Source: an optimization exercise on an open RTL-to-GDS flow (aim: small area). Production flows keep margins and buffers that such runs may drop.
At most, simulation tests tie the RTL to the original design; equivalence was not proved.
For run 7, only the layout was checked, not whether the RTL still works.
In every run shown here, the design's own scripts or RTL, not TritonCTS, make the clock network.
The clock input has no modelled driver; a real chip could not lean on it and would need a root buffer or a full tree.
Power and IR drop assume default switching activity.

<file path="config.mk">
export PLATFORM = sky130hd
export DESIGN_NAME = gowin_top_entity
export DESIGN_NICKNAME = gowin_top_entity
export VERILOG_FILES = /design/flow/design.v
export SDC_FILE = /design/flow/constraint.sdc
export NUM_CORES = 4
export LEC_CHECK = 0
export CAP_MARGIN = 20
export CORE_MARGIN = 2
export CORE_UTILIZATION = 60
export PLACE_DENSITY = 0.8
export SLEW_MARGIN = 20
</file>
<file path="constraint.sdc">
create_clock -name core_clock -period 40.0 [get_ports {Sys_clk}]
set_input_delay 8.0000 -clock core_clock [delete_from_list [all_inputs] [get_ports {Sys_clk}]]
set_output_delay 8.0000 -clock core_clock [all_outputs]
set_load 0.01 [all_outputs]
</file>
<file path="design.v">
module gowin_top_entity(
    Sys_clk, Beep, Key, Sw, Uart_rxd, Uart_txd, Blue_Led,
    Tri_color_LED_1, Tri_color_LED_2, Tri_color_LED_3, Tri_color_LED_4,
    Dig_Seg_Sel, Seg_Blue_Led
);
    input        Sys_clk;
    output       Beep;
    input  [8:1] Key;
    input  [4:1] Sw;
    input        Uart_rxd;
    output       Uart_txd;
    output [8:1] Blue_Led;
    output [2:0] Tri_color_LED_1;
    output [2:0] Tri_color_LED_2;
    output [2:0] Tri_color_LED_3;
    output [2:0] Tri_color_LED_4;
    output [3:0] Dig_Seg_Sel;
    output [7:0] Seg_Blue_Led;
    wire rst = ~Key[1];
    reg [3:0] u;       
    reg [2:0] q;       
    reg       fl;      
    wire u9 = (u == 4'd9);
    always @(posedge Sys_clk)
        if (rst) begin
            u  <= 4'd5;
            q  <= 3'd0;
            fl <= 1'b1;
        end else begin
            u <= u9 ? 4'd0 : u + 4'd1;
            if (u9) q <= q + 3'd1;
            if (u9 && q == 3'd7) fl <= 1'b0;
        end
    wire rd = ~fl | (q > 3'd2) | ((q == 3'd2) & (u > 4'd1));
    wire hi = fl & ((q < 3'd4) | (q == 3'd4));
    wire [2:0] w8      = {q[1:0], 1'b0} + u[2:0];               
    wire       tick10  = (w8 == 3'd6);                           
    wire       clk1k   = (w8[1:0] == 2'd3) | (w8[1:0] == 2'd0);  
    wire       tick1hz = (q == 3'd4) && (u == 4'd2);             
    wire       latch   = u9 && (q[1:0] == 2'd0) && rd;           
    reg       prev_sw;
    reg [2:0] md;      
    always @(posedge Sys_clk) begin
        if (tick10) prev_sw <= Sw[1];    
        if (rst) md <= 3'b001;
        else if (tick10 && rd && !prev_sw && Sw[1]) md <= {md[1:0], md[2]};
    end
    reg [4:0] hr;
    reg [5:0] mn;
    reg [5:0] sc;
    wire inc_s = ~Sw[1] | (Sw[2] & md[0]);
    wire inc_m = Sw[1] & Sw[2] & md[1];
    wire inc_h = Sw[1] & Sw[2] & md[2];
    wire hr23 = (hr == 5'd23);
    wire mn59 = (mn == 6'd59);
    wire sc59 = (sc == 6'd59);
    wire s_c  = inc_s & sc59;
    wire m_in = inc_m | s_c;
    wire m_c  = m_in & mn59;
    wire h_in = inc_h | m_c;
    always @(posedge Sys_clk)
        if (rst || (tick1hz && h_in && hr23)) begin
            hr <= 5'd0; mn <= 6'd0; sc <= 6'd0;
        end else if (tick1hz) begin
            if (inc_s) sc <= sc59 ? 6'd0 : sc + 6'd1;
            if (m_in)  mn <= mn59 ? 6'd0 : mn + 6'd1;
            if (h_in)  hr <= hr + 5'd1;
        end
    reg [4:0] ah;
    reg [5:0] am;
    wire a_en  = tick10 & rd & Sw[3];
    wire a_m   = ~Key[7] &  Key[8];    
    wire a_h   =  Key[7] & ~Key[8];    
    wire am59  = (am == 6'd59);
    wire ah23  = (ah == 5'd23);
    wire ah_in = a_h | (a_m & am59);
    always @(posedge Sys_clk)
        if (rst) begin
            ah <= 5'd1; am <= 6'd1;
        end else if (a_en && ah_in && ah23) begin
            ah <= 5'd0; am <= 6'd0;
        end else if (a_en) begin
            if (a_m)   am <= am59 ? 6'd0 : am + 6'd1;
            if (ah_in) ah <= ah + 5'd1;
        end
    reg [4:0] cp;      
    wire chime_in = (mn == 6'd0) && (sc != 6'd0) && (sc < 6'd20);
    always @(posedge Sys_clk)
        if (rst) cp <= 5'd23;
        else if (tick10) begin
            if (cp == 5'd23) cp <= chime_in ? 5'd1 : 5'd23;
            else cp <= cp + 5'd1;
        end
    wire chime_out = (cp == 5'd1) | (cp == 5'd2) | (cp == 5'd3) |
                     (cp == 5'd6) | (cp == 5'd7) | (cp == 5'd8) |
                     (cp == 5'd11) | (cp == 5'd12) | (cp == 5'd13);
    reg [5:0] fs;      
    reg [2:0] ft;      
    wire eq = (ah == hr) && (am == mn) && (sc == 6'd0);
    wire f_idle = (fs == 6'd0);
    always @(posedge Sys_clk) begin
        if (rst) fs <= 6'd0;
        else if (tick10) begin
            if (f_idle) begin
                if (eq) fs <= 6'd39;
            end else if (ft == 3'b100)
                fs <= fs - 6'd1;
        end
        if (tick10) ft <= f_idle ? 3'b000 : {ft[1:0], ~ft[1] & ~ft[2]};
    end
    assign Beep = clk1k & (chime_out | fs[0]);
    reg [5:0] p1, p2;    
    reg       dob;       
    always @(posedge Sys_clk)
        if (latch) begin
            p1  <= Sw[4] ? (Sw[3] ? am : mn) : (Sw[3] ? {1'b0, ah} : {1'b0, hr});
            p2  <= Sw[4] ? (Sw[3] ? 6'd0 : sc) : (Sw[3] ? am : mn);
            dob <= Sw[3];
        end
    wire [1:0] s = q[1:0];
    wire [5:0] pv = s[1] ? p2 : p1;
    reg  [7:0] seg;
    reg  [3:0] dg;
    always @(*) begin
        dg = s[0] ? (pv % 6'd10) : (pv / 6'd10);
        if (hi)
            seg = !s[1] ? 8'hFF : (s[0] ? 8'h0B : 8'hDF);
        else begin
            case (dg)
                4'd0: seg[6:0] = 7'h40;
                4'd1: seg[6:0] = 7'h79;
                4'd2: seg[6:0] = 7'h24;
                4'd3: seg[6:0] = 7'h30;
                4'd4: seg[6:0] = 7'h19;
                4'd5: seg[6:0] = 7'h12;
                4'd6: seg[6:0] = 7'h02;
                4'd7: seg[6:0] = 7'h78;
                4'd8: seg[6:0] = 7'h00;
                default: seg[6:0] = 7'h10;
            endcase
            seg[7] = ~(dob | ((s == 2'd1) & sc[0]));
        end
    end
    assign Seg_Blue_Led = seg;
    assign Dig_Seg_Sel  = ~(4'b0001 << s);
    assign Blue_Led        = {md, 1'b0, ~Key[8], ~Key[7], 1'b0, sc[0]};
    assign Tri_color_LED_1 = {1'b0, rd, ~Key[1]};
    assign Tri_color_LED_2 = 3'b000;
    assign Tri_color_LED_3 = 3'b000;
    assign Tri_color_LED_4 = md;
    assign Uart_txd        = 1'b1;
endmodule
</file>
<file path="flow/run.sh">
#!/bin/bash
# Layout flow: ORFS as in standard.sh, with these changes:
#  - synthesis: the standard flow's synthesis script, but adders are left to ABC
#    (no ha/fa pre-mapping), and ABC maps for area with deeper scripts
#    (flow/abc*.script; the smallest result is kept, see flow/my_synth.tcl);
#    registers are inferred and named as in the standard synthesis;
#  - port buffers use the smallest buffer (buf_1);
#  - one tie cell per constant value, without splitting its fanout;
set -uo pipefail
HERE=$(pwd)
FLOWDIR=$HERE/flow
CFG=${FLOW_CONFIG:-$HERE/config.mk}
export MY_ABC_SCRIPTS="$(ls $FLOWDIR/abc*.script | tr "\n" " ")"
[ -f $FLOWDIR/clk_buf.txt ] && export MY_CLK_BUF="$(cat $FLOWDIR/clk_buf.txt)"
[ -f $FLOWDIR/clk_n.txt ] && export MY_CLK_N="$(cat $FLOWDIR/clk_n.txt)"
EXTRA_MAKE=""
[ -f $FLOWDIR/extra_make.txt ] && EXTRA_MAKE="$(cat $FLOWDIR/extra_make.txt)"
make -C $FLOW_HOME DESIGN_CONFIG=$CFG WORK_HOME=$HERE/orfs CLKGATE_MAP_FILE= \
  SYNTH_SCRIPT=$FLOWDIR/my_synth.tcl ADDER_MAP_FILE= \
  BUFFER_PORTS_ARGS="-buffer_cell sky130_fd_sc_hd__buf_1" \
  PRE_CTS_TCL=$FLOWDIR/pre_cts.tcl SKIP_REPAIR_TIE_FANOUT=1 $EXTRA_MAKE \
  finish > $HERE/make_finish.log 2>&1
status=$?
R=$HERE/orfs/results/${FLOW_PLATFORM:-sky130hd}/gowin_top_entity/base
if [[ -f $R/6_final.odb ]]; then
  : # left out here: write the final layout as DEF
fi
exit $status
</file>
<file path="flow/abc1.script">
strash
&get -n
&deepsyn -J 150 -T 120 -S 0
&put
dch
amap -m
</file>
<file path="flow/abc2.script">
strash
&get -n
&deepsyn -J 150 -T 120 -S 0
&put
dch -f
amap -m
</file>
<file path="flow/abc3.script">
strash
&get -n
&deepsyn -J 150 -T 120 -S 0
&put
dch
amap -F 3 -A 10
</file>
<file path="flow/abc4.script">
strash
&get -n
&deepsyn -J 150 -T 120 -S 1
&put
dch
amap -m
</file>
<file path="flow/abc5.script">
strash
&get -n
&deepsyn -J 150 -T 120 -S 2
&put
dch
amap -m
</file>
<file path="flow/abc6.script">
strash
&get -n
&deepsyn -J 150 -T 120 -S 3
&put
dch
amap -m
</file>
<file path="flow/clk_buf.txt">
sky130_fd_sc_hd__buf_6
</file>
<file path="flow/clk_n.txt">
4
</file>
<file path="flow/my_synth.tcl">
# The standard flow's synthesis script with one change: the technology mapping ABC pass
# (the one given a -script) is run once with each script in MY_ABC_SCRIPTS,
# and the result with the least cell area is kept. Registers are not touched
# by ABC, so they stay as the standard synthesis makes them.
proc synth {args} { yosys synth -nofsm -noshare {*}$args }
proc abc_area_of_design {} {
  set lib_args {}
  foreach lib $::env(LIB_FILES) { lappend lib_args -liberty $lib }
  set s [tee -q -s result.string stat {*}$lib_args]
  if { [regexp {Chip area for (?:top )?module[^:]*:\s*([0-9.eE+-]+)} $s -> a] } { return $a }
  return 1e30
}
proc abc {args} {
  set i [lsearch -exact $args -script]
  if { $i < 0 || ![info exists ::env(MY_ABC_SCRIPTS)] } {
    yosys abc {*}$args
    return
  }
  yosys design -save pre_abc
  set best ""
  set best_area 1e30
  foreach s $::env(MY_ABC_SCRIPTS) {
    yosys design -load pre_abc
    yosys abc {*}[lreplace $args [expr {$i + 1}] [expr {$i + 1}] $s]
    set a [abc_area_of_design]
    puts "my_synth: ABC script $s gives area $a"
    if { $a < $best_area } {
      set best_area $a
      set best $s
      yosys design -save best_abc
    }
  }
  puts "my_synth: keeping the result of $best ($best_area)"
  yosys design -load best_abc
}
source $::env(SCRIPTS_DIR)/synth.tcl
# left out here: clear keep_hierarchy, flatten, clean up, hide names made inside functions, write 1_2_yosys.v
</file>
<file path="flow/pre_cts.tcl">
# Clock distribution for this small design: instead of a clock tree, the
# registers are split by location into MY_CLK_N groups (1, 2 or 4) of equal
# size, and one clock buffer at the centre of each group drives it. The clock port
# then feeds those buffers only. clock_tree_synthesis is made a no-op for the
# rest of this step.
set cts_buf_cell sky130_fd_sc_hd__clkbuf_8
if { [info exists ::env(MY_CLK_BUF)] } { set cts_buf_cell $::env(MY_CLK_BUF) }
set k 4
if { [info exists ::env(MY_CLK_N)] } { set k $::env(MY_CLK_N) }
set block [ord::get_db_block]
set clknet [$block findNet Sys_clk]
set master [[ord::get_db] findMaster $cts_buf_cell]

set sinks {}
foreach it [$clknet getITerms] {
  set bb [[$it getInst] getBBox]
  lappend sinks [list $it [expr {([$bb xMin] + [$bb xMax]) / 2.0}] [expr {([$bb yMin] + [$bb yMax]) / 2.0}]]
}
# groups of equal size: split at the median x, then each half at its
# median y (k = 4), or at the median x only (k = 2)
proc bisect { pts axis } {
  set srt [lsort -real -index $axis $pts]
  set h [expr {[llength $srt] / 2}]
  return [list [lrange $srt 0 [expr {$h - 1}]] [lrange $srt $h end]]
}
if { $k == 1 } {
  set groups [list $sinks]
} elseif { $k == 2 } {
  set groups [bisect $sinks 1]
} else {
  set k 4
  set groups {}
  foreach half [bisect $sinks 1] { lappend groups {*}[bisect $half 2] }
}
set centres {}
foreach g $groups {
  set sx 0.0; set sy 0.0
  foreach s $g { set sx [expr {$sx + [lindex $s 1]}]; set sy [expr {$sy + [lindex $s 2]}] }
  lappend centres [list [expr {$sx / [llength $g]}] [expr {$sy / [llength $g]}]]
}
for {set c 0} {$c < $k} {incr c} {
  set members [lmap s [lindex $groups $c] {lindex $s 0}]
  if { [llength $members] == 0 } { continue }
  set inst [odb::dbInst_create $block $master clkbuf_leaf_$c]
  set net [odb::dbNet_create $block clknet_leaf_$c]
  $net setSigType CLOCK
  foreach it $members { $it disconnect; $it connect $net }
  [$inst findITerm A] connect $clknet
  [$inst findITerm X] connect $net
  lassign [lindex $centres $c] cx cy
  $inst setLocation [expr {int($cx)}] [expr {int($cy)}]
  $inst setPlacementStatus PLACED
  puts "pre_cts: $cts_buf_cell clkbuf_leaf_$c drives [llength $members] registers"
}
proc clock_tree_synthesis {args} { puts "pre_cts: clock_tree_synthesis skipped" }
</file>
<file path="standard.sh">
#!/bin/bash
# synth_recipe.tcl (not shown) runs the flow's synth.tcl, then flattens the netlist and writes it again
# the make line also repeats each setting of config.mk as NAME=value (left out here)
make -C /OpenROAD-flow-scripts/flow DESIGN_CONFIG=/design/flow/config.mk WORK_HOME=/design/flow/orfs CLKGATE_MAP_FILE= SYNTH_SCRIPT=/design/flow/synth_recipe.tcl "${@:-finish}"
</file>
==> results.sh, run 1 <==
export IMPL_worstReg2RegStart="u[0]"
export IMPL_cts_resized=0
export IMPL_gr_total_overflow=0
export IMPL_synth_seq_cells=67
export IMPL_hold_path_class="flip-flop to flip-flop"
export IMPL_min_period_ps=17410
export IMPL_antenna_left=0
export IMPL_diodes=0
export IMPL_grt_pass1_wl_mm=11.7
export IMPL_relSlewSlack_pct=52.7
export IMPL_cp_max_fo=15
export IMPL_wl_per_cell_um=13.7
export IMPL_final_setup_viol_count=0
export IMPL_critPathLaunch="Key[1]"
export IMPL_drt_iter0_markers=175
export IMPL_gp_congestion=0.939
export IMPL_die_area_um2=6100
export IMPL_startpoint_type="primary input"
export IMPL_fp_row_count=26
export IMPL_finalWirelength_mm=6.92
export IMPL_path_clk_slew_ps=120
export IMPL_maxCapViolations=0
export IMPL_netlist_area_um2=3300
export IMPL_place_hpwl_mm=5.33
export IMPL_grt_max_degree=18
export IMPL_holdBufCountCts=0
export IMPL_cts_setup_buffers=0
export IMPL_first_global_vias=2631
export IMPL_drive_above_1_share_pct=1.15
export IMPL_fin_skew_ps=9.04
export IMPL_grt_total_usage_pct=22.7
export IMPL_drv_slew=0
export IMPL_dr_pass1_iters=4
export IMPL_arrival_ps=9410
export IMPL_powerDensity_nw_per_um2=29.5
export IMPL_synth_fp_nets=429
export IMPL_dr_wl_met2_mm=3.14
export IMPL_leakagePower_uw=0.00113
export IMPL_yosysSeqAreaShare_pct=45.9
export IMPL_routed_top_layer="met4"
export IMPL_io_pins=48
export IMPL_n_fill_cell=470
export IMPL_totalPowerFinal_uw=101
export IMPL_route_met3_wl_um=341
export IMPL_antenna_found_initial=0
export IMPL_peakVddDrop_mv=0.0230
export IMPL_route_detailed_drc=0
export IMPL_fin_setup_tns_ps=0
export IMPL_io_buffers=31
export IMPL_coreArea_um2=5200
export IMPL_die_h_um=78.1
export IMPL_synth_cell_types=36
export IMPL_min_period_over_period_pct=43.5
export IMPL_ff2ff_setup_slack_ps=35490
export IMPL_synthCells=415
export IMPL_outcome="no timing/DRC/antenna violations"
export IMPL_area_delta_synth_final_pct=4.14
export IMPL_syn_avg_cell_area_um2=7.94
export IMPL_r2r_end="sc[3]"
export IMPL_crit_end="Tri_color_LED_1[0]"
export IMPL_die_w_um=78.1
export IMPL_vias=2895
export IMPL_grt_setup_unrepaired="false"
export IMPL_required_ps=32000
export IMPL_clk_latency_ps=140
export IMPL_viasPerCell=5.73
export IMPL_path_class="primary input to primary output"
export IMPL_tightest_slew_ps=710
export IMPL_worst_r2r_path_depth=21
export IMPL_finish_utilization_pct=65.9
export IMPL_initial_utilization_pct=63.3
export IMPL_endpoint_kind="primary output"
export IMPL_detail_route_wirelength_met1_mm=3.31
export IMPL_nets=451
export IMPL_fmax_ghz=0.0575
export IMPL_finalHoldViolations=0
export IMPL_yosysWarnings=1
cells in the mapped netlist:
master	number	area [um2]
nor2_1	75	282
clkinv_1	54	203
dfxtp_1	50	1000
o22ai_1	37	231
nand2_1	36	135
o21ai_0	24	120
a211oi_1	17	128
edfxtp_1	17	510
buf_4	16	120
a21oi_1	15	75.1
nor3_1	12	60.1
or2_0	7	43.8
nand3_1	6	30.0
a22oi_1	5	37.5
nand4_1	5	31.3
a31oi_1	4	25.0
o21a_1	4	30.0
o21bai_1	4	30.0
nor2b_1	3	18.8
a2111oi_0	2	17.5
a21o_1	2	15.0
a221oi_1	2	17.5
conb_1	2	7.51
nor4_1	2	12.5
o31ai_1	2	15.0
o32ai_1	2	17.5
a311o_1	1	10.0
a41o_1	1	10.0
and2_0	1	6.26
nand2b_1	1	6.26
nand3b_1	1	7.51
nor3b_1	1	7.51
o211a_1	1	10.0
o221ai_1	1	8.76
o22a_1	1	8.76
or3_1	1	6.26
critical path, cell delays in order:
cell and delay, ps:
buf_1 510, clkinv_1 620, buf_1 270
metal layers:
layer  GRT usage, %  vias up
met1           30.9     1297
met4           5.79        0
li1               -     1512
met5              0        -
met3           1.61       11
met2           39.3       75
worst min-delay path by stage:
stage | startpoint | to | slack, ps | cells past startpoint
final | u[0] | u[0] | 460 | 1
after global routing | u[0] | u[0] | 490 | 1
after CTS | u[0] | u[0] | 440 | 1
after detailed placement | u[0] | u[0] | 440 | 1
after global placement | u[0] | u[0] | 420 | 1
after floorplan | u[0] | u[0] | 400 | 1
where the power goes:
part           internal, uW  switching (uW)
clock                  8.10            16.5
combinational          1.65            4.46
sequential             70.0           0.618
state kept, by name, indices dropped and copies added (netlist names):
name     count
am           6
ft           3
p2           6
dob          1
mn           6
p1           6
ah           5
cp           5
fl           1
hr           5
u            4
sc           6
prev_sw      1
md           3
q            3
fs           6
cells by family after synthesis:
| family | after synthesis | share of synthesized area, % |
|---|---|---|
| AND/OR/NAND/NOR | 151 | 19.6 |
| AO/OA/AOI/OAI | 125 | 24.5 |
| buffers and inverters | 70 | 9.80 |
| flip-flops | 67 | 45.9 |
| other | 2 | 0.228 |
metrics by stage:
stage | worst slack (ps) | std cells | cell area, um2 | hold slack [ps]
floorplan | 23590 | 415 | 3300 | 405
global placement | 22630 | 501 | 3390 | 425
detailed placement | 22630 | 501 | 3390 | 437
CTS | 22640 | 505 | 3430 | 438
global route | 22490 | 505 | 3430 | 495
finish | 22590 | 505 | 3430 | 462
layout by cell type (no fill, tap or decap), drive strengths merged, types with 2 or more instances in the layout:
cell,instances
o21ai,24
a221oi,2
o32ai,2
clkinv,54
nor3,12
or2,7
edfxtp,17
a22oi,5
o22ai,37
a31oi,4
conb,2
a2111oi,2
o31ai,2
a21o,2
nand3,6
nor2b,3
o21bai,4
nor4,2
nand4,5
o21a,4
buf,36
dfxtp,50
a21oi,15
a211oi,17
nor2,75
nand2,36
area by class of cell:
cell class | count | area (um2) | share of cell area (%)
Multi-Input combinational cell | 278 | 1460 | 42.6
Buffer | 4 | 45.0 | 1.31
Timing Repair Buffer | 32 | 124 | 3.61
Tap cell | 70 | 87.6 | 2.55
Sequential cell | 67 | 1510 | 44.0
Inverter | 54 | 203 | 5.91
==> run 2: changes to the inputs <==
--- a/config.mk
+++ b/config.mk
@@ -9,4 +9,3 @@
 export CORE_MARGIN = 2
 export CORE_UTILIZATION = 60
-export PLACE_DENSITY = 0.8
 export SLEW_MARGIN = 20
==> results.sh, run 2 <==
export IMPL_drive_above_1_share_pct=1.15
export IMPL_min_period_ps=17470
export IMPL_syn_avg_cell_area_um2=7.94
export IMPL_grt_pass1_wl_mm=11.9
export IMPL_drv_slew=0
export IMPL_io_buffers=31
export IMPL_yosysWarnings=1
export IMPL_final_setup_viol_count=0
export IMPL_finalWirelength_mm=6.95
export IMPL_yosysMostFrequentCell="nor2_1"
export IMPL_powerDensity_nw_per_um2=29.5
export IMPL_min_period_over_period_pct=43.7
export IMPL_crit_top_cell="buf_1"
export IMPL_viasPerCell=5.77
export IMPL_path_clk_slew_ps=110
export IMPL_antenna_left=0
export IMPL_yosysSeqAreaShare_pct=45.9
export IMPL_fin_cells=505
export IMPL_numPlacedInstances=501
export IMPL_gp_congestion=0.850
export IMPL_drt_iter0_markers=251
export IMPL_clk_latency_ps=140
export IMPL_synthFlopType="dfxtp_1"
export IMPL_async_flop_share_pct=0
export IMPL_yosys_area_top_type="dfxtp_1"
export IMPL_fin_skew_ps=9.85
export IMPL_antenna_found_initial=0
export IMPL_grt_setup_unrepaired="false"
export IMPL_max_stage_delay_ps=660
export IMPL_postPlaceCellArea_um2=3390
export IMPL_fmax_ghz=0.0572
export IMPL_finish_utilization_pct=65.9
export IMPL_io_pins=48
export IMPL_first_global_vias=2587
export IMPL_synth_seq_cells=67
export IMPL_leakagePower_uw=0.00113
export IMPL_grt_max_degree=18
export IMPL_cts_resized=0
export IMPL_tightest_slew_ps=740
export IMPL_die_w_um=78.1
export IMPL_vias=2916
export IMPL_endpoint_kind="primary output"
export IMPL_hold_path_class="flip-flop to flip-flop"
export IMPL_maxCapViolations=0
export IMPL_place_hpwl_mm=5.36
export IMPL_cts_setup_buffers=0
export IMPL_wl_per_cell_um=13.8
export IMPL_peakVddDrop_mv=0.0211
export IMPL_coreArea_um2=5200
export IMPL_synth_cell_types=36
export IMPL_finish_instance_area_um2=3430
export IMPL_diodes=0
export IMPL_path_cells="buf_1 -> clkinv_1 -> buf_1"
export IMPL_netlist_area_um2=3300
export IMPL_outcome="no timing/DRC/antenna violations"
export IMPL_grt_total_usage_pct=23.0
export IMPL_synth_fp_nets=429
export IMPL_nets=451
export IMPL_finalHoldViolations=0
export IMPL_dr_pass1_iters=4
export IMPL_path_class="primary input to primary output"
export IMPL_arrival_ps=9470
export IMPL_synth_top_area_share_pct=30.4
export IMPL_cpMaxStageDelayCell="clkinv_1"
export IMPL_synth_area_top_cells="dfxtp_1, edfxtp_1, nor2_1"
export IMPL_initial_utilization_pct=63.3
export IMPL_cp_max_fo=15
export IMPL_startpoint_type="primary input"
export IMPL_gr_total_overflow=0
export IMPL_synthCells=415
export IMPL_holdBufCountCts=0
export IMPL_die_area_um2=6100
export IMPL_area_delta_synth_final_pct=4.14
export IMPL_synth_edff_count=17
export IMPL_final_cell_mix="nor2_1, clkinv_1, dfxtp_1, o22ai_1, nand2_1"
export IMPL_fin_setup_tns_ps=0
export IMPL_route_detailed_drc=0
export IMPL_die_h_um=78.1
export IMPL_required_ps=32000
export IMPL_synthTopCellsByCount="nor2_1, clkinv_1, dfxtp_1"
export IMPL_fp_row_count=26
export IMPL_relSlewSlack_pct=50.7
export IMPL_layout_commonest_cell="nor2_1"
[run 2: cell counts in the layout (fill, tap and decap cells not counted)]
Identical to the previous run, type by type.
[run 2: area by class of cell]
class	count	area [um2]
Buffer	4	45.0
Fill cell	468	1770
Inverter	54	203
Multi-Input combinational cell	278	1460
Sequential cell	67	1510
Tap cell	70	87.6
Timing Repair Buffer	32	124
[run 2: routing by layer]
layer  track usage, %  share of wire [%]
met1             34.1                 48
met2             39.1                 46
met3             1.03                4.6
met4             2.46                1.3
met5                0                  0
[run 2: worst paths after layout]
path               start                 end  slack (ps)  cells after the start
setup / recovery  Key[1]  Tri_color_LED_1[0]       22530                      3
hold / removal      u[0]                u[0]         460                      1
setup reg to reg    q[1]               sc[5]       35360                     20
hold reg to reg     u[0]                u[0]         460                      1
[run 2: per-stage QoR]
stage	hold WS, ps	setup slack (ps)	power [uW]
floorplan	405	23590	76.8
global placement	426	22580	78.0
detailed placement	435	22600	78.1
CTS	437	22600	96.2
global route	499	22400	105
finish	460	22530	101
[run 2: kinds of logic (layout without fill, tap and decap cells)]
kind of cell	after synthesis	count (layout)	synth area share [%]
simple gates	151	151	19.6
other cells	2	2	0.228
flops	67	67	45.9
buf+inv	70	90	9.80
compound gates	125	125	24.5
[run 2: report_power, final]
group / internal [uW] / total [uW] / switching [uW]
Sequential: 70.0 / 70.6 / 0.610
Combinational: 1.65 / 6.08 / 4.43
Clock: 8.10 / 24.5 / 16.4
[run 2: critical path: cells and delay by family]
kind                   cells  cell delay (ps)
buffers and inverters      3             1460
==> run 3: changes to the inputs <==
--- a/flow/run.sh
+++ b/flow/run.sh
@@ -11,13 +11,11 @@
 FLOWDIR=$HERE/flow
 CFG=${FLOW_CONFIG:-$HERE/config.mk}
-export MY_ABC_SCRIPTS="$(ls $FLOWDIR/abc*.script | tr "\n" " ")"
+export MY_ABC_SCRIPTS="$FLOWDIR/abc1.script $FLOWDIR/abc2.script $FLOWDIR/abc3.script $FLOWDIR/abc4.script"
 [ -f $FLOWDIR/clk_buf.txt ] && export MY_CLK_BUF="$(cat $FLOWDIR/clk_buf.txt)"
 [ -f $FLOWDIR/clk_n.txt ] && export MY_CLK_N="$(cat $FLOWDIR/clk_n.txt)"
-EXTRA_MAKE=""
-[ -f $FLOWDIR/extra_make.txt ] && EXTRA_MAKE="$(cat $FLOWDIR/extra_make.txt)"
 make -C $FLOW_HOME DESIGN_CONFIG=$CFG WORK_HOME=$HERE/orfs CLKGATE_MAP_FILE= \
   SYNTH_SCRIPT=$FLOWDIR/my_synth.tcl ADDER_MAP_FILE= \
   BUFFER_PORTS_ARGS="-buffer_cell sky130_fd_sc_hd__buf_1" \
-  PRE_CTS_TCL=$FLOWDIR/pre_cts.tcl SKIP_REPAIR_TIE_FANOUT=1 $EXTRA_MAKE \
+  PRE_CTS_TCL=$FLOWDIR/pre_cts.tcl SKIP_REPAIR_TIE_FANOUT=1 \
   finish > $HERE/make_finish.log 2>&1
 status=$?
==> flow/abc1.script (replaced) <==
strash
&get -n
&deepsyn -T 30
&put
dch
amap -m
==> flow/abc2.script (replaced) <==
strash
&get -n
&deepsyn -T 30
&put
dch -f
amap -m
==> flow/abc3.script (replaced) <==
strash
&get -n
&deepsyn -T 30
&put
dch
amap -F 3 -A 10
==> flow/abc4.script (replaced) <==
strash
&get -n
&deepsyn -T 30
&put
dch
map -a
==> flow/clk_buf.txt (replaced) <==
sky130_fd_sc_hd__clkbuf_8
removed: flow/abc5.script
removed: flow/abc6.script
==> results.sh, run 3 <==
export IMPL_netlist_area_um2=3390
export IMPL_path_clk_slew_ps=110
export IMPL_min_to="u[0]"
export IMPL_synthFlopType="dfxtp_1"
export IMPL_gp_congestion=0.868
export IMPL_fin_skew_ps=10.7
export IMPL_cts_setup_buffers=0
export IMPL_r2r_end="am[4]"
export IMPL_wl_per_cell_um=14.5
export IMPL_leakagePower_uw=0.00118
export IMPL_postPlaceCellArea_um2=3500
export IMPL_layout_commonest_cell="nor2_1"
export IMPL_synth_cell_types=44
export IMPL_synth_top_area_share_pct=29.5
export IMPL_synthCells=428
export IMPL_outcome="no timing/DRC/antenna violations"
export IMPL_drv_slew=0
export IMPL_grt_setup_unrepaired="false"
export IMPL_coreArea_um2=5470
export IMPL_clk_latency_ps=160
export IMPL_pwr_share_seq_pct=68.6
export IMPL_clkPwrFrac_pct=25.2
export IMPL_holdBufCountCts=0
export IMPL_switching_share_pct=21.0
export IMPL_area_delta_synth_final_pct=4.83
export IMPL_drt_iter0_markers=132
export IMPL_tightest_slew_ps=698
export IMPL_drive_above_1_share_pct=1.56
export IMPL_synth_area_top_cells="dfxtp_1, edfxtp_1, nor2_1"
export IMPL_finalWirelength_mm=7.58
export IMPL_gr_total_overflow=0
export IMPL_synth_seq_cells=67
export IMPL_required_ps=32000
export IMPL_die_area_um2=6270
export IMPL_syn_avg_cell_area_um2=7.93
export IMPL_intPower_uw=81.1
export IMPL_grt_pass1_wl_mm=12.7
export IMPL_yosys_area_top_type="dfxtp_1"
export IMPL_powerDensity_nw_per_um2=28.9
export IMPL_cp_max_fo=18
export IMPL_final_setup_viol_count=0
export IMPL_worstReg2RegStart="q[1]"
export IMPL_min_period_over_period_pct=42.6
export IMPL_startpoint_type="primary input"
export IMPL_first_global_vias=2704
export IMPL_fmax_ghz=0.0587
export IMPL_whs_ps=467
export IMPL_yosysSeqAreaShare_pct=44.6
export IMPL_die_h_um=79.2
export IMPL_worstHoldPathCells=1
export IMPL_viasPerCell=5.74
export IMPL_grt_total_usage_pct=24.7
export IMPL_worst_r2r_path_depth=16
export IMPL_endpoint_kind="primary output"
export IMPL_synth_edff_count=17
export IMPL_die_w_um=79.2
export IMPL_numPlacedInstances=518
export IMPL_hp_start="u[0]"
export IMPL_path_class="primary input to primary output"
export IMPL_ff2ff_setup_slack_ps=35650
export IMPL_fin_setup_tns_ps=0
export IMPL_io_pins=48
export IMPL_yosysMostFrequentCell="nor2_1"
export IMPL_yosysWarnings=1
export IMPL_async_flop_share_pct=0
export IMPL_diodes=0
export IMPL_maxCapViolations=0
export IMPL_finalHoldViolations=0
export IMPL_place_hpwl_mm=5.96
export IMPL_fp_row_count=27
export IMPL_final_cell_mix="nor2_1, clkinv_1, dfxtp_1, nand2_1, buf_1"
export IMPL_synth_fp_nets=442
export IMPL_fin_cells=522
export IMPL_finish_instance_area_um2=3560
export IMPL_relSlewSlack_pct=52.3
export IMPL_io_buffers=31
export IMPL_synthTopCellsByCount="nor2_1, clkinv_1, dfxtp_1"
export IMPL_antenna_left=0
export IMPL_arrival_ps=9050
export IMPL_route_detailed_drc=0
export IMPL_grt_max_degree=19
export IMPL_p_sw_uw=21.6
export IMPL_min_period_ps=17050
export IMPL_p_comb_share_pct=6.2
export IMPL_initial_utilization_pct=62.0
export IMPL_antenna_found_initial=0
export IMPL_cts_resized=0
export IMPL_peakVddDrop_mv=0.0298
export IMPL_dr_pass1_iters=5
export IMPL_vias=2997
export IMPL_nets=466
export IMPL_hold_path_class="flip-flop to flip-flop"
export IMPL_totalPowerFinal_uw=103
[run 3: cell count changes after synthesis, moves of 5 or more]
cell      delta
clkinv_1    +11
o22ai_1     -20
o221ai_1     +6
nand2_1      +5
o21ai_0      -7
[run 3: per-stage QoR]
stage / worst slack [ps] / utilization (%)
final: 22950 / 65.0
after global routing: 22870 / 65.0
after CTS: 22950 / 65.0
after detailed placement: 22950 / 64.0
after global placement: 22940 / 64.0
after floorplan: 23520 / -
[run 3: cell families (layout without fill, tap and decap cells)]
| logic type | after synthesis | in the layout | share of synthesized area (%) |
|---|---|---|---|
| simple gates | 162 | 162 | 20.5 |
| other cells | 2 | 2 | 0.221 |
| buf+inv | 81 | 103 | 10.7 |
| flops | 67 | 67 | 44.6 |
| compound gates | 116 | 116 | 23.9 |
[run 3: cell type report]
cell class                      count  area [um2]
Timing Repair Buffer               34         139
Tap cell                           72        90.1
Fill cell                         500        1920
Multi-Input combinational cell    280        1520
Sequential cell                    67        1510
Inverter                           65         244
Buffer                              4        55.1
[run 3: worst max-delay path, cell delays in order]
cell and delay (ps):
buf_1 60, buf_4 210, clkinv_1 490, buf_1 280
[run 3: worst max-delay path by stage]
stage	start	to	slack [ps]
after floorplan	Key[1]	Tri_color_LED_1[0]	23520
after global placement	Key[1]	Tri_color_LED_1[0]	22940
after detailed placement	Key[1]	Tri_color_LED_1[0]	22950
after CTS	Key[1]	Tri_color_LED_1[0]	22950
after global routing	Key[1]	Tri_color_LED_1[0]	22870
final	Key[1]	Tri_color_LED_1[0]	22950
[run 3: metal layers]
metal | part of all wire [%] | global-route usage [%] | routed length [um] | up-vias
met5 | 0 | 0 | 0 | -
met4 | 2.0 | 3.79 | 148 | 0
li1 | - | - | - | 1557
met2 | 47 | 43.4 | 3530 | 97
met1 | 46 | 34.1 | 3490 | 1330
met3 | 5.3 | 1.82 | 401 | 13
[run 3: power by group through the flow]
stage / Combinational, uW / Sequential [uW] / Clock [uW]
6_report: 6.35 / 70.5 / 25.9
3_3_place_gp: 6.16 / 72.0 / 0
5_1_grt: 7.19 / 70.6 / 28.4
4_1_cts: 6.37 / 72.0 / 19.2
2_1_floorplan: 5.09 / 71.9 / 0
3_5_place_dp: 6.34 / 72.0 / 0
==> run 4: changes to the inputs <==
--- a/design.v
+++ b/design.v
@@ -40,9 +40,10 @@
     wire       latch   = u9 && (q[1:0] == 2'd0) && rd;           
     reg       prev_sw;
-    reg [2:0] md;      
+    reg [1:0] mb;      
+    wire [2:0] md = {mb[1], mb[0], ~mb[1] & ~mb[0]};    
     always @(posedge Sys_clk) begin
         if (tick10) prev_sw <= Sw[1];    
-        if (rst) md <= 3'b001;
-        else if (tick10 && rd && !prev_sw && Sw[1]) md <= {md[1:0], md[2]};
+        if (rst) mb <= 2'd0;
+        else if (tick10 && rd && !prev_sw && Sw[1]) mb <= {mb[0], ~mb[1] & ~mb[0]};
     end
     reg [4:0] hr;
@@ -87,12 +88,12 @@
     wire chime_in = (mn == 6'd0) && (sc != 6'd0) && (sc < 6'd20);
     always @(posedge Sys_clk)
-        if (rst) cp <= 5'd23;
+        if (rst) cp <= 5'd31;
         else if (tick10) begin
-            if (cp == 5'd23) cp <= chime_in ? 5'd1 : 5'd23;
+            if (cp == 5'd31) cp <= chime_in ? 5'd9 : 5'd31;
             else cp <= cp + 5'd1;
         end
-    wire chime_out = (cp == 5'd1) | (cp == 5'd2) | (cp == 5'd3) |
-                     (cp == 5'd6) | (cp == 5'd7) | (cp == 5'd8) |
-                     (cp == 5'd11) | (cp == 5'd12) | (cp == 5'd13);
+    wire chime_out = (cp == 5'd9) | (cp == 5'd10) | (cp == 5'd11) |
+                     (cp == 5'd14) | (cp == 5'd15) | (cp == 5'd16) |
+                     (cp == 5'd19) | (cp == 5'd20) | (cp == 5'd21);
     reg [5:0] fs;      
     reg [2:0] ft;      
--- a/flow/run.sh
+++ b/flow/run.sh
@@ -11,11 +11,13 @@
 FLOWDIR=$HERE/flow
 CFG=${FLOW_CONFIG:-$HERE/config.mk}
-export MY_ABC_SCRIPTS="$FLOWDIR/abc1.script $FLOWDIR/abc2.script $FLOWDIR/abc3.script $FLOWDIR/abc4.script"
+export MY_ABC_SCRIPTS="$(ls $FLOWDIR/abc*.script | tr "\n" " ")"
 [ -f $FLOWDIR/clk_buf.txt ] && export MY_CLK_BUF="$(cat $FLOWDIR/clk_buf.txt)"
 [ -f $FLOWDIR/clk_n.txt ] && export MY_CLK_N="$(cat $FLOWDIR/clk_n.txt)"
+EXTRA_MAKE=""
+[ -f $FLOWDIR/extra_make.txt ] && EXTRA_MAKE="$(cat $FLOWDIR/extra_make.txt)"
 make -C $FLOW_HOME DESIGN_CONFIG=$CFG WORK_HOME=$HERE/orfs CLKGATE_MAP_FILE= \
   SYNTH_SCRIPT=$FLOWDIR/my_synth.tcl ADDER_MAP_FILE= \
   BUFFER_PORTS_ARGS="-buffer_cell sky130_fd_sc_hd__buf_1" \
-  PRE_CTS_TCL=$FLOWDIR/pre_cts.tcl SKIP_REPAIR_TIE_FANOUT=1 \
+  PRE_CTS_TCL=$FLOWDIR/pre_cts.tcl SKIP_REPAIR_TIE_FANOUT=1 $EXTRA_MAKE \
   finish > $HERE/make_finish.log 2>&1
 status=$?
==> flow/abc1.script (replaced) <==
strash
&get -n
&deepsyn -J 150 -T 120 -S 0
&put
dch
amap -m
==> flow/abc2.script (replaced) <==
strash
&get -n
&deepsyn -J 150 -T 120 -S 0
&put
dch -f
amap -m
==> flow/abc3.script (replaced) <==
strash
&get -n
&deepsyn -J 150 -T 120 -S 0
&put
dch
amap -F 3 -A 10
==> flow/abc4.script (replaced) <==
strash
&get -n
&deepsyn -J 150 -T 120 -S 1
&put
dch
amap -m
==> flow/abc5.script (new file) <==
strash
&get -n
&deepsyn -J 150 -T 120 -S 2
&put
dch
amap -m
==> flow/abc6.script (new file) <==
strash
&get -n
&deepsyn -J 150 -T 120 -S 3
&put
dch
amap -m
==> flow/clk_buf.txt (replaced) <==
sky130_fd_sc_hd__buf_6
==> results.sh, run 4 <==
export IMPL_outcome="no timing/DRC/antenna violations"
export IMPL_grt_pass1_wl_mm=12.9
export IMPL_cpMaxStageDelayCell="clkinv_1"
export IMPL_path_clk_slew_ps=110
export IMPL_viasPerCell=5.95
export IMPL_cts_setup_buffers=0
export IMPL_ff2ff_setup_slack_ps=34180
export IMPL_io_buffers=31
export IMPL_hp_start="u[0]"
export IMPL_grt_setup_unrepaired="false"
export IMPL_io_pins=48
export IMPL_syn_avg_cell_area_um2=7.95
export IMPL_worst_r2r_path_depth=26
export IMPL_vias=3011
export IMPL_maxCapViolations=0
export IMPL_endpoint_kind="primary output"
export IMPL_synthCells=415
export IMPL_synth_area_top_cells="dfxtp_1, edfxtp_1, clkinv_1"
export IMPL_synthTopCellsByCount="clkinv_1, nor2_1, dfxtp_1"
export IMPL_tightest_slew_ps=796
export IMPL_startpoint_type="primary input"
export IMPL_yosysMostFrequentCell="clkinv_1"
export IMPL_finalWirelength_mm=7.43
export IMPL_grt_total_usage_pct=25.7
export IMPL_die_w_um=78.2
export IMPL_nets=452
export IMPL_first_global_vias=2664
export IMPL_worstHoldPathCells=1
export IMPL_fp_row_count=26
export IMPL_async_flop_share_pct=0
export IMPL_place_hpwl_mm=5.74
export IMPL_final_setup_viol_count=0
export IMPL_min_to="u[0]"
export IMPL_yosysWarnings=1
export IMPL_required_ps=32000
export IMPL_leakagePower_uw=0.00109
export IMPL_synth_fp_nets=429
export IMPL_crit_top_cell="buf_1"
export IMPL_diodes=0
export IMPL_path_class="primary input to primary output"
export IMPL_die_h_um=78.2
export IMPL_initial_utilization_pct=63.4
export IMPL_area_delta_synth_final_pct=4.36
export IMPL_path_cells="buf_1 -> clkinv_1 -> buf_1"
export IMPL_r2r_end="mn[3]"
export IMPL_totalPowerFinal_uw=102
export IMPL_finalHoldViolations=0
export IMPL_arrival_ps=9490
export IMPL_yosysSeqAreaShare_pct=45.2
export IMPL_synth_top_area_share_pct=29.7
export IMPL_layout_commonest_cell="clkinv_1"
export IMPL_holdBufCountCts=0
export IMPL_fin_skew_ps=8.86
export IMPL_drive_above_1_share_pct=1.38
export IMPL_netlist_area_um2=3300
export IMPL_antenna_found_initial=0
export IMPL_drt_iter0_markers=201
export IMPL_dr_wl_met2_mm=3.39
export IMPL_yosys_area_top_type="dfxtp_1"
export IMPL_detail_route_wirelength_met1_mm=3.41
export IMPL_synth_edff_count=17
export IMPL_gr_total_overflow=0
export IMPL_synth_seq_cells=66
export IMPL_cts_resized=0
export IMPL_route_detailed_drc=0
export IMPL_gp_congestion=0.888
export IMPL_routed_top_layer="met4"
export IMPL_hold_path_class="flip-flop to flip-flop"
export IMPL_antenna_left=0
export IMPL_synthFlopType="dfxtp_1"
export IMPL_fin_setup_tns_ps=0
export IMPL_min_period_over_period_pct=43.7
export IMPL_setup_slack_ps=22510
export IMPL_synth_cell_types=33
export IMPL_dr_pass1_iters=5
export IMPL_peakVddDrop_mv=0.0287
export IMPL_final_cell_mix="clkinv_1, nor2_1, dfxtp_1, o21ai_0, buf_1"
export IMPL_max_stage_delay_ps=680
export IMPL_fmax_ghz=0.0572
export IMPL_relSlewSlack_pct=46.4
export IMPL_grt_max_degree=18
export IMPL_die_area_um2=6110
export IMPL_powerDensity_nw_per_um2=29.7
export IMPL_drv_slew=0
export IMPL_worstReg2RegStart="u[0]"
export IMPL_clk_latency_ps=140
export IMPL_wl_per_cell_um=14.7
export IMPL_route_met3_wl_um=532
export IMPL_pre_cts_slack_ps=22520
export IMPL_coreArea_um2=5200
export IMPL_cp_max_fo=17
export IMPL_min_period_ps=17490
==> run 4: cell count changes in the layout (fill, tap and decap cells not counted), sizes merged, moves of 4 or more <==
cell | before | now
a221oi | 6 | 2
o21a | 7 | 3
o21ai | 17 | 32
a22oi | 1 | 5
nor2 | 77 | 64
clkinv | 65 | 71
or2 | 7 | 3
clkbuf | 4 | 0
nand2 | 41 | 30
==> run 4: final cells by class <==
cell class | count | area (um2)
Fill cell | 470 | 1760
Timing Repair Buffer | 33 | 131
Multi-Input combinational cell | 262 | 1420
Sequential cell | 66 | 1490
Tap cell | 70 | 87.6
Inverter | 71 | 267
Buffer | 4 | 45.0
==> run 4: kinds of logic after synthesis <==
group | after synthesis | synth area share (%)
buffers and inverters | 87 | 11.7
other | 2 | 0.228
AOI/OAI and AO/OA | 122 | 24.6
and+or+nand+nor | 138 | 18.2
DFF | 66 | 45.2
==> run 4: report_power, final <==
group	switching (uW)	internal, uW
sequential	1.09	69.4
combinational	5.19	2.24
clock	16.4	8.10
total	22.7	79.7
==> run 4: critical path: cells and delay by family <==
kind	cells	cell delay [ps]
buffers and inverters	3	1490
==> run 4: worst max-delay path by stage <==
stage | slack, ps | to | startpoint
finish | 22510 | Tri_color_LED_1[0] | Key[1]
global route | 22340 | Tri_color_LED_1[0] | Key[1]
CTS | 22530 | Tri_color_LED_1[0] | Key[1]
detailed placement | 22520 | Tri_color_LED_1[0] | Key[1]
global placement | 22550 | Tri_color_LED_1[0] | Key[1]
floorplan | 23520 | Tri_color_LED_1[0] | Key[1]
==> run 4: per-layer routing <==
layer  global-route usage (%)  vias up
met5                        0        -
li1                         -     1516
met2                     42.8      116
met4                     2.81        0
met3                     2.64        6
met1                     37.7     1373
==> run 4: metrics by stage <==
stage	hold slack, ps	cells	area [um2]	util, %
floorplan	385	415	3300	-
CTS	407	506	3440	66.2
finish	432	506	3440	66.2
global placement	397	502	3400	65.3
detailed placement	406	502	3400	65.3
global route	471	506	3440	66.2
==> run 5: changes to the inputs <==
==> flow/abc01.script (new file) <==
strash
&get -n
&deepsyn -J 150 -T 120 -S 0
&put
dch
amap -m
==> flow/abc02.script (new file) <==
strash
&get -n
&deepsyn -J 150 -T 120 -S 0
&put
dch -f
amap -m
==> flow/abc03.script (new file) <==
strash
&get -n
&deepsyn -J 150 -T 120 -S 0
&put
dch
amap -F 3 -A 10
==> flow/abc04.script (new file) <==
strash
&get -n
&deepsyn -J 150 -T 120 -S 1
&put
dch
amap -m
==> flow/abc05.script (new file) <==
strash
&get -n
&deepsyn -J 150 -T 120 -S 2
&put
dch
amap -m
==> flow/abc06.script (new file) <==
strash
&get -n
&deepsyn -J 150 -T 120 -S 3
&put
dch
amap -m
==> flow/abc07.script (new file) <==
strash
&get -n
&deepsyn -J 150 -T 120 -S 4
&put
dch
amap -m
==> flow/abc08.script (new file) <==
strash
&get -n
&deepsyn -J 150 -T 120 -S 5
&put
dch
amap -m
==> flow/abc09.script (new file) <==
strash
&get -n
&deepsyn -J 150 -T 120 -S 6
&put
dch
amap -m
==> flow/abc10.script (new file) <==
strash
&get -n
&deepsyn -J 150 -T 120 -S 7
&put
dch
amap -m
removed: flow/abc1.script
removed: flow/abc2.script
removed: flow/abc3.script
removed: flow/abc4.script
removed: flow/abc5.script
removed: flow/abc6.script
==> results.sh, run 5 <==
export IMPL_layout_commonest_cell="clkinv_1"
export IMPL_endpoint_kind="primary output"
export IMPL_clkPwrFrac_pct=23.9
export IMPL_p_sw_uw=22.7
export IMPL_fmax_ghz=0.0572
export IMPL_vias=3011
export IMPL_die_h_um=78.2
export IMPL_arrival_ps=9490
export IMPL_outcome="no timing/DRC/antenna violations"
export IMPL_required_ps=32000
export IMPL_fin_skew_ps=8.86
export IMPL_io_pins=48
export IMPL_antenna_found_initial=0
export IMPL_n_fill_cell=470
export IMPL_maxCapViolations=0
export IMPL_grt_total_usage_pct=25.7
export IMPL_fin_cells=506
export IMPL_clk_latency_ps=140
export IMPL_peakVddDrop_mv=0.0287
export IMPL_viasPerCell=5.95
export IMPL_p_comb_share_pct=7.3
export IMPL_yosysSeqAreaShare_pct=45.2
export IMPL_grt_pass1_wl_mm=12.9
export IMPL_grt_setup_unrepaired="false"
export IMPL_syn_avg_cell_area_um2=7.95
export IMPL_area_delta_synth_final_pct=4.36
export IMPL_finalHoldViolations=0
export IMPL_wl_per_cell_um=14.7
export IMPL_netlist_area_um2=3300
export IMPL_cts_resized=0
export IMPL_synth_seq_cells=66
export IMPL_drv_slew=0
export IMPL_initial_utilization_pct=63.4
export IMPL_route_met3_wl_um=532
export IMPL_synthTopCellsByCount="clkinv_1, nor2_1, dfxtp_1"
export IMPL_gr_total_overflow=0
export IMPL_min_to="u[0]"
export IMPL_tightest_slew_ps=796
export IMPL_worstReg2RegStart="u[0]"
export IMPL_yosysWarnings=1
export IMPL_gp_congestion=0.888
export IMPL_coreArea_um2=5200
export IMPL_path_clk_slew_ps=110
export IMPL_min_period_over_period_pct=43.7
export IMPL_relSlewSlack_pct=46.4
export IMPL_powerDensity_nw_per_um2=29.7
export IMPL_r2r_end="mn[3]"
export IMPL_grt_max_degree=18
export IMPL_worstHoldPathCells=1
export IMPL_holdBufCountCts=0
export IMPL_detail_route_wirelength_met1_mm=3.41
export IMPL_synthFlopType="dfxtp_1"
export IMPL_fp_row_count=26
export IMPL_pwr_share_seq_pct=68.8
export IMPL_dr_wl_met2_mm=3.39
export IMPL_min_period_ps=17490
export IMPL_synth_fp_nets=429
export IMPL_synth_edff_count=17
export IMPL_drt_iter0_markers=201
export IMPL_yosys_area_top_type="dfxtp_1"
export IMPL_drive_above_1_share_pct=1.38
export IMPL_hp_start="u[0]"
export IMPL_leakagePower_uw=0.00109
export IMPL_synth_area_top_cells="dfxtp_1, edfxtp_1, clkinv_1"
export IMPL_route_detailed_drc=0
export IMPL_synthCells=415
export IMPL_numPlacedInstances=502
export IMPL_dr_pass1_iters=5
export IMPL_ff2ff_setup_slack_ps=34180
export IMPL_final_cell_mix="clkinv_1, nor2_1, dfxtp_1, o21ai_0, buf_1"
export IMPL_async_flop_share_pct=0
export IMPL_startpoint_type="primary input"
export IMPL_switching_share_pct=22.1
export IMPL_path_class="primary input to primary output"
export IMPL_routed_top_layer="met4"
export IMPL_synth_top_area_share_pct=29.7
export IMPL_yosysMostFrequentCell="clkinv_1"
export IMPL_final_setup_viol_count=0
export IMPL_cts_setup_buffers=0
export IMPL_finalWirelength_mm=7.43
export IMPL_hold_path_class="flip-flop to flip-flop"
export IMPL_fin_setup_tns_ps=0
export IMPL_worst_r2r_path_depth=26
export IMPL_first_global_vias=2664
export IMPL_die_w_um=78.2
export IMPL_antenna_left=0
export IMPL_synth_cell_types=33
export IMPL_io_buffers=31
export IMPL_cp_max_fo=17
export IMPL_intPower_uw=79.7
export IMPL_place_hpwl_mm=5.74
export IMPL_die_area_um2=6110
export IMPL_diodes=0
export IMPL_nets=452
-- run 5: per-layer routing --
| metal | vias to the layer above | global-route usage, % |
|---|---|---|
| li1 | 1516 | - |
| met3 | 6 | 2.64 |
| met5 | - | 0 |
| met1 | 1373 | 37.7 |
| met4 | 0 | 2.81 |
| met2 | 116 | 42.8 |
-- run 5: worst max-delay path, stage by stage --
cell and delay [ps]:
buf_1 530, clkinv_1 680, buf_1 280
-- run 5: worst max-delay path by stage --
| stage | start | endpoint | cells after the start |
|---|---|---|---|
| after CTS | Key[1] | Tri_color_LED_1[0] | 3 |
| after floorplan | Key[1] | Tri_color_LED_1[0] | 2 |
| after global placement | Key[1] | Tri_color_LED_1[0] | 3 |
| after detailed placement | Key[1] | Tri_color_LED_1[0] | 3 |
| after global routing | Key[1] | Tri_color_LED_1[0] | 3 |
| final | Key[1] | Tri_color_LED_1[0] | 3 |
-- run 5: power groups by stage --
stage / clock network [uW] / registers, uW / logic [uW]
floorplan: 0 / 71.6 / 5.98
global placement: 0 / 71.9 / 7.14
detailed placement: 0 / 72.0 / 7.31
CTS: 17.9 / 72.0 / 7.32
global route: 27.2 / 70.7 / 8.61
finish: 24.5 / 70.4 / 7.43
-- run 5: area by class of cell --
class                      instances  area [um2]  area share (%)
tap                               70        87.6            2.54
multi-input combinational        262        1420            41.3
timing repair buffer              33         131            3.82
sequential                        66        1490            43.3
inverter                          71         267            7.74
buffer                             4        45.0            1.31
-- run 5: kinds of logic (layout without fill, tap and decap cells) --
kind of cell / count (synthesis) / after routing / synth area share, %
compound gates: 122 / 122 / 24.6
buf+inv: 87 / 108 / 11.7
flops: 66 / 66 / 45.2
other cells: 2 / 2 / 0.228
simple gates: 138 / 138 / 18.2
-- run 5: metrics by stage --
| stage | power, uW | instance area, um2 | worst slack [ps] | hold WS (ps) | utilization (%) |
|---|---|---|---|---|---|
| floorplan | 77.6 | 3300 | 23520 | 385 | - |
| global placement | 79.0 | 3400 | 22550 | 397 | 65.3 |
| detailed placement | 79.3 | 3400 | 22520 | 406 | 65.3 |
| CTS | 97.2 | 3440 | 22530 | 407 | 66.2 |
| global route | 106 | 3440 | 22340 | 471 | 66.2 |
| finish | 102 | 3440 | 22510 | 432 | 66.2 |
==> run 6: changes to the inputs <==
--- a/config.mk
+++ b/config.mk
@@ -8,4 +8,4 @@
 export CAP_MARGIN = 20
 export CORE_MARGIN = 2
-export CORE_UTILIZATION = 60
+export CORE_UTILIZATION = 80
 export SLEW_MARGIN = 20
==> results.sh, run 6 <==
export IMPL_fp_row_count=23
export IMPL_ff2ff_setup_slack_ps=34090
export IMPL_fin_skew_ps=9.22
export IMPL_pwr_share_seq_pct=69.1
export IMPL_cpMaxStageDelayCell="clkinv_1"
export IMPL_synth_cell_types=33
export IMPL_fin_setup_tns_ps=0
export IMPL_detail_route_wirelength_met1_mm=3.21
export IMPL_crit_top_cell="buf_1"
export IMPL_r2r_end="sc[3]"
export IMPL_diodes=0
export IMPL_synthCells=415
export IMPL_route_detailed_drc=0
export IMPL_synth_top_area_share_pct=29.7
export IMPL_yosysWarnings=1
export IMPL_min_period_over_period_pct=43.6
export IMPL_cp_buffers_inverters=3
export IMPL_wl_per_cell_um=16.2
export IMPL_finalWirelength_mm=7.87
export IMPL_yosys_area_top_type="dfxtp_1"
export IMPL_required_ps=32000
export IMPL_arrival_ps=9450
export IMPL_grt_max_degree=18
export IMPL_synthTopCellsByCount="clkinv_1, nor2_1, dfxtp_1"
export IMPL_die_h_um=68.2
export IMPL_gp_congestion=1.07
export IMPL_worstReg2RegStart="u[0]"
export IMPL_relSlewSlack_pct=42.0
export IMPL_route_met3_wl_um=646
export IMPL_cts_resized=0
export IMPL_startpoint_type="primary input"
export IMPL_drive_above_1_share_pct=1.38
export IMPL_p_sw_uw=22.3
export IMPL_dr_pass1_iters=5
export IMPL_cts_setup_buffers=0
export IMPL_yosysSeqAreaShare_pct=45.2
export IMPL_io_buffers=31
export IMPL_holdBufCountCts=0
export IMPL_drv_slew=0
export IMPL_clkPwrFrac_pct=23.7
export IMPL_first_global_vias=2728
export IMPL_synth_fp_nets=429
export IMPL_grt_pass1_wl_mm=12.6
export IMPL_die_w_um=68.2
export IMPL_p_comb_share_pct=7.3
export IMPL_netlist_area_um2=3300
export IMPL_multi_input_area_um2=1420
export IMPL_dr_wl_met2_mm=3.72
export IMPL_endpoint_kind="primary output"
export IMPL_vias=3139
export IMPL_syn_avg_cell_area_um2=7.95
export IMPL_synth_seq_cells=66
export IMPL_maxCapViolations=0
export IMPL_peakVddDrop_mv=0.0303
export IMPL_path_delay_family="buffers and inverters"
export IMPL_path_class="primary input to primary output"
export IMPL_routed_top_layer="met4"
export IMPL_finish_utilization_pct=86.1
export IMPL_leakagePower_uw=0.00109
export IMPL_final_setup_viol_count=0
export IMPL_cp_depth=3
export IMPL_antenna_found_initial=0
export IMPL_tightest_slew_ps=862
export IMPL_synth_area_top_cells="dfxtp_1, edfxtp_1, clkinv_1"
export IMPL_n_fill_cell=245
export IMPL_io_pins=48
export IMPL_grt_total_usage_pct=35.1
export IMPL_die_area_um2=4650
export IMPL_synthFlopType="dfxtp_1"
export IMPL_cp_max_fo=17
export IMPL_layout_commonest_cell="clkinv_1"
export IMPL_min_period_ps=17450
export IMPL_max_stage_delay_ps=650
export IMPL_nets=452
export IMPL_gr_total_overflow=0
export IMPL_place_hpwl_mm=5.97
export IMPL_viasPerCell=6.46
export IMPL_intPower_uw=79.7
export IMPL_worst_r2r_path_depth=26
export IMPL_outcome="no timing/DRC/antenna violations"
export IMPL_powerDensity_nw_per_um2=29.8
export IMPL_finalHoldViolations=0
export IMPL_grt_setup_unrepaired="false"
export IMPL_yosysMostFrequentCell="clkinv_1"
export IMPL_clk_latency_ps=140
export IMPL_seq_area_um2=1490
export IMPL_async_flop_share_pct=0
export IMPL_drt_iter0_markers=229
export IMPL_path_clk_slew_ps=110
export IMPL_area_delta_synth_final_pct=3.60
export IMPL_coreArea_um2=3970
export IMPL_switching_share_pct=21.8
export IMPL_antenna_left=0
export IMPL_path_cells="buf_1 -> clkinv_1 -> buf_1"
export IMPL_hold_path_class="flip-flop to flip-flop"
export IMPL_critPathLaunch="Key[1]"
export IMPL_crit_end="Tri_color_LED_1[0]"
export IMPL_final_cell_mix="clkinv_1, nor2_1, dfxtp_1, o21ai_0, buf_1"
export IMPL_fmax_ghz=0.0573
export IMPL_synth_edff_count=17
export IMPL_initial_utilization_pct=83.1
==> run 6: cell counts after synthesis <==
Identical to the previous run, type by type.
==> run 6: kinds of logic after synthesis <==
family | synth area share [%]
other | 0.228
AND/OR/NAND/NOR | 18.2
buffers and inverters | 11.7
AO/OA/AOI/OAI | 24.6
flip-flops | 45.2
==> run 6: stage by stage <==
| step | instance area (um2) | std cells | power [uW] | hold WS [ps] | setup slack (ps) |
|---|---|---|---|---|---|
| global placement | 3370 | 482 | 78.8 | 395 | 22620 |
| global route | 3420 | 486 | 105 | 449 | 22460 |
| CTS | 3420 | 486 | 97.1 | 399 | 22590 |
| finish | 3420 | 486 | 102 | 424 | 22550 |
| floorplan | 3300 | 415 | 77.6 | 385 | 23520 |
| detailed placement | 3370 | 482 | 79.1 | 399 | 22590 |
==> run 6: layout make-up <==
cell class	count	area share [%]
Sequential cell	66	43.6
Multi-Input combinational cell	262	41.6
Inverter	71	7.80
Timing Repair Buffer	33	3.84
Tap cell	50	1.83
Buffer	4	1.32
==> run 6: power groups by stage <==
stage | Combinational (uW) | Clock [uW] | Sequential (uW)
3_3_place_gp | 6.96 | 0 | 71.9
6_report | 7.41 | 24.1 | 70.4
5_1_grt | 8.34 | 26.1 | 70.6
3_5_place_dp | 7.19 | 0 | 71.9
4_1_cts | 7.24 | 17.9 | 71.9
2_1_floorplan | 5.98 | 0 | 71.6
==> run 6: worst min path at each step <==
stage                     startpoint  endpoint  slack, ps  depth (start not counted)
after CTS                       u[0]      u[0]        400                          1
after global placement          u[0]      u[0]        390                          1
after floorplan                 u[0]      u[0]        380                          1
after global routing            u[0]      u[0]        450                          1
final                           u[0]      u[0]        420                          1
after detailed placement        u[0]      u[0]        400                          1
==> run 6: routing by layer <==
| layer | vias to the layer above | global-route usage, % |
|---|---|---|
| met3 | 33 | 3.78 |
| met5 | - | 0 |
| met4 | 0 | 10.0 |
| met1 | 1423 | 46.7 |
| met2 | 161 | 60.8 |
| li1 | 1522 | - |
==> run 7: changes to the inputs <==
--- a/design.v
+++ b/design.v
@@ -88,12 +88,12 @@
     wire chime_in = (mn == 6'd0) && (sc != 6'd0) && (sc < 6'd20);
     always @(posedge Sys_clk)
-        if (rst) cp <= 5'd31;
+        if (rst) cp <= 5'd23;
         else if (tick10) begin
-            if (cp == 5'd31) cp <= chime_in ? 5'd9 : 5'd31;
+            if (cp == 5'd23) cp <= chime_in ? 5'd1 : 5'd23;
             else cp <= cp + 5'd1;
         end
-    wire chime_out = (cp == 5'd9) | (cp == 5'd10) | (cp == 5'd11) |
-                     (cp == 5'd14) | (cp == 5'd15) | (cp == 5'd16) |
-                     (cp == 5'd19) | (cp == 5'd20) | (cp == 5'd21);
+    wire chime_out = (cp == 5'd1) | (cp == 5'd2) | (cp == 5'd3) |
+                     (cp == 5'd6) | (cp == 5'd7) | (cp == 5'd8) |
+                     (cp == 5'd11) | (cp == 5'd12) | (cp == 5'd13);
     reg [5:0] fs;      
     reg [2:0] ft;      
--- a/config.mk
+++ b/config.mk
@@ -8,4 +8,4 @@
 export CAP_MARGIN = 20
 export CORE_MARGIN = 2
-export CORE_UTILIZATION = 80
+export CORE_UTILIZATION = 60
 export SLEW_MARGIN = 20
==> results.sh, run 7 <==
export IMPL_intPower_uw=80.8
export IMPL_grt_setup_unrepaired="false"
export IMPL_maxCapViolations=0
export IMPL_clk_latency_ps=140
export IMPL_netlist_area_um2=3270
export IMPL_worstHoldPathCells=1
export IMPL_required_ps=32000
export IMPL_antenna_found_initial=0
export IMPL_relSlewSlack_pct=52.8
export IMPL_switching_share_pct=23.4
export IMPL_cts_resized=0
export IMPL_fmax_ghz=0.0587
export IMPL_p_comb_share_pct=9.2
export IMPL_cp_max_fo=18
export IMPL_synth_xor_area_share_pct=0
export IMPL_grt_total_usage_pct=24.4
export IMPL_leakagePower_uw=0.00112
export IMPL_clkPwrFrac_pct=23.3
export IMPL_viasPerCell=5.74
export IMPL_final_cell_mix="nor2_1, clkinv_1, dfxtp_1, nand2_1, buf_1"
export IMPL_hold_path_class="flip-flop to flip-flop"
export IMPL_synthCells=414
export IMPL_nets=453
export IMPL_min_period_ps=17020
export IMPL_async_flop_share_pct=0
export IMPL_drt_iter0_markers=203
export IMPL_syn_avg_cell_area_um2=7.91
export IMPL_initial_utilization_pct=63.3
export IMPL_holdBufCountCts=0
export IMPL_synthTopCellsByCount="nor2_1, clkinv_1, dfxtp_1"
export IMPL_vias=2911
export IMPL_die_h_um=77.9
export IMPL_fin_skew_ps=11.1
export IMPL_r2r_end="sc[3]"
export IMPL_coreArea_um2=5170
export IMPL_synth_compound_area_share_pct=23.2
export IMPL_grt_max_degree=19
export IMPL_pwr_share_seq_pct=67.5
export IMPL_synth_top_family_by_area="compound AO/OA/AOI/OAI gates"
export IMPL_finalHoldViolations=0
export IMPL_synth_fp_nets=428
export IMPL_n_fill_cell=463
export IMPL_synth_simple_area_share_pct=20.1
export IMPL_arrival_ps=9020
export IMPL_worst_r2r_path_depth=21
export IMPL_diodes=0
export IMPL_io_pins=48
export IMPL_synth_edff_count=17
export IMPL_drv_slew=0
export IMPL_setup_slack_ps=22980
export IMPL_antenna_left=0
export IMPL_fp_row_count=26
export IMPL_path_class="primary input to primary output"
export IMPL_startpoint_type="primary input"
export IMPL_worstReg2RegStart="u[0]"
export IMPL_synth_seq_cells=66
export IMPL_synth_adder_area_share_pct=0
export IMPL_io_buffers=31
export IMPL_outcome="no timing/DRC/antenna violations"
export IMPL_route_detailed_drc=0
export IMPL_synth_top_area_share_pct=30.0
export IMPL_pre_cts_slack_ps=22980
export IMPL_ff2ff_setup_slack_ps=35320
export IMPL_grt_pass1_wl_mm=12.4
export IMPL_endpoint_kind="primary output"
export IMPL_yosysSeqAreaShare_pct=45.5
export IMPL_powerDensity_nw_per_um2=30.7
export IMPL_gr_total_overflow=0
export IMPL_multi_input_area_um2=1430
export IMPL_synth_mux_area_share_pct=0
export IMPL_finalWirelength_mm=7.17
export IMPL_peakVddDrop_mv=0.0268
export IMPL_path_clk_slew_ps=110
export IMPL_gp_congestion=0.887
export IMPL_die_w_um=77.9
export IMPL_first_global_vias=2804
export IMPL_synth_area_top_cells="dfxtp_1, edfxtp_1, nor2_1"
export IMPL_final_setup_viol_count=0
export IMPL_fin_setup_tns_ps=0
export IMPL_dr_pass1_iters=4
export IMPL_drive_above_1_share_pct=2.06
export IMPL_min_to="u[0]"
export IMPL_wl_per_cell_um=14.1
export IMPL_tightest_slew_ps=702
export IMPL_hp_start="u[0]"
export IMPL_yosysMostFrequentCell="nor2_1"
export IMPL_yosysWarnings=1
export IMPL_min_period_over_period_pct=42.6
export IMPL_die_area_um2=6060
export IMPL_place_hpwl_mm=5.52
export IMPL_p_sw_uw=24.7
export IMPL_layout_commonest_cell="nor2_1"
export IMPL_yosys_area_top_type="dfxtp_1"
export IMPL_synth_cell_types=35
export IMPL_synthFlopType="dfxtp_1"
export IMPL_cts_setup_buffers=0
export IMPL_seq_area_um2=1490
export IMPL_area_delta_synth_final_pct=4.97
run 7: kinds of logic after synthesis:
kind of cell / Yosys count
compound gates: 110
other cells: 2
simple gates: 157
buf+inv: 79
flops: 66
run 7: area by class of cell:
type | count | share of cell area (%)
flip-flops and latches | 66 | 43.4
multi-input cells | 269 | 41.7
inverters | 63 | 6.88
repair buffers | 35 | 4.19
well taps | 70 | 2.55
plain buffers | 4 | 1.31
run 7: per-stage QoR:
step | utilization, % | cells | hold WS [ps] | instance area [um2] | total power (uW)
2_1_floorplan | - | 414 | 401 | 3270 | 79.5
3_3_place_gp | 65.5 | 502 | 435 | 3390 | 82.0
3_5_place_dp | 65.6 | 503 | 441 | 3390 | 82.3
4_1_cts | 66.4 | 507 | 439 | 3440 | 100
5_1_grt | 66.4 | 507 | 514 | 3440 | 110
6_report | 66.4 | 507 | 479 | 3440 | 106
run 7: worst max path at each step:
stage,cells past startpoint,to,start,slack (ps)
global route,4,Tri_color_LED_1[0],Key[1],22850
detailed placement,4,Tri_color_LED_1[0],Key[1],22980
floorplan,2,Tri_color_LED_1[0],Key[1],23590
global placement,4,Tri_color_LED_1[0],Key[1],23000
finish,4,Tri_color_LED_1[0],Key[1],22980
CTS,4,Tri_color_LED_1[0],Key[1],22980
run 7: routing by layer:
metal | vias up | wire (um) | global-route usage [%]
li1 | 1512 | - | -
met1 | 1320 | 3370 | 31.8
met2 | 71 | 3330 | 44.5
met3 | 8 | 375 | 2.09
met4 | 0 | 90 | 3.75
met5 | - | 0 | 0
run 7: power groups by stage:
stage	Combinational (uW)	Clock [uW]	Sequential, uW
finish	9.73	24.6	71.2
global route	11.1	27.2	71.5
CTS	9.65	17.9	72.7
detailed placement	9.62	0	72.7
global placement	9.29	0	72.7
floorplan	7.32	0	72.2
run 7: critical path: stages:
cell and delay [ps]:
buf_1 70, buf_4 230, clkinv_1 460, buf_1 260

-- static timing again, ports no longer ideal --
The flow's constraints put no driver on any port. The routed layouts listed below were extracted and timed again, unchanged, in two steps. Step 1: set_driving_cell puts a clkbuf_16 on Sys_clk and a buf_2 on each other input, an assumption about the parent block. Step 2 moves the port delays by t, midway between the first and last clock arrival at a register: inputs arrive t later, outputs are due t later. That takes back most of the time a late clock gives input paths. a / b / c = ideal ports / drivers / drivers and shift; a / b = the first two.
run | t (ns) | slack for setup (ns) | hold slack, ns | worst setup path after step 2 | latest minus earliest clock arrival (ns)
run 1 | 0.197 | 22.595 / 22.572 / 22.572 | 0.462 / 0.462 / 0.462 | input to output | 0.009 / 0.009
run 2 | 0.193 | 22.529 / 22.505 / 22.505 | 0.460 / 0.460 / 0.460 | input to output | 0.010 / 0.009
run 3 | 0.216 | 22.954 / 22.929 / 22.929 | 0.467 / 0.467 / 0.467 | input to output | 0.011 / 0.011
run 4 | 0.198 | 22.506 / 22.482 / 22.482 | 0.432 / 0.432 / 0.432 | input to output | 0.009 / 0.009
run 5 | 0.198 | 22.506 / 22.482 / 22.482 | 0.432 / 0.432 / 0.432 | input to output | 0.009 / 0.009
run 6 | 0.191 | 22.549 / 22.523 / 22.523 | 0.424 / 0.424 / 0.424 | input to output | 0.010 / 0.010
run 7 | 0.194 | 22.975 / 22.953 / 22.953 | 0.479 / 0.479 / 0.479 | input to output | 0.012 / 0.011
After both steps every run listed still meets setup and hold. The setup slack of run 6, which loses most, moves by -0.026 ns with the drivers and by -0.026 ns with both steps.
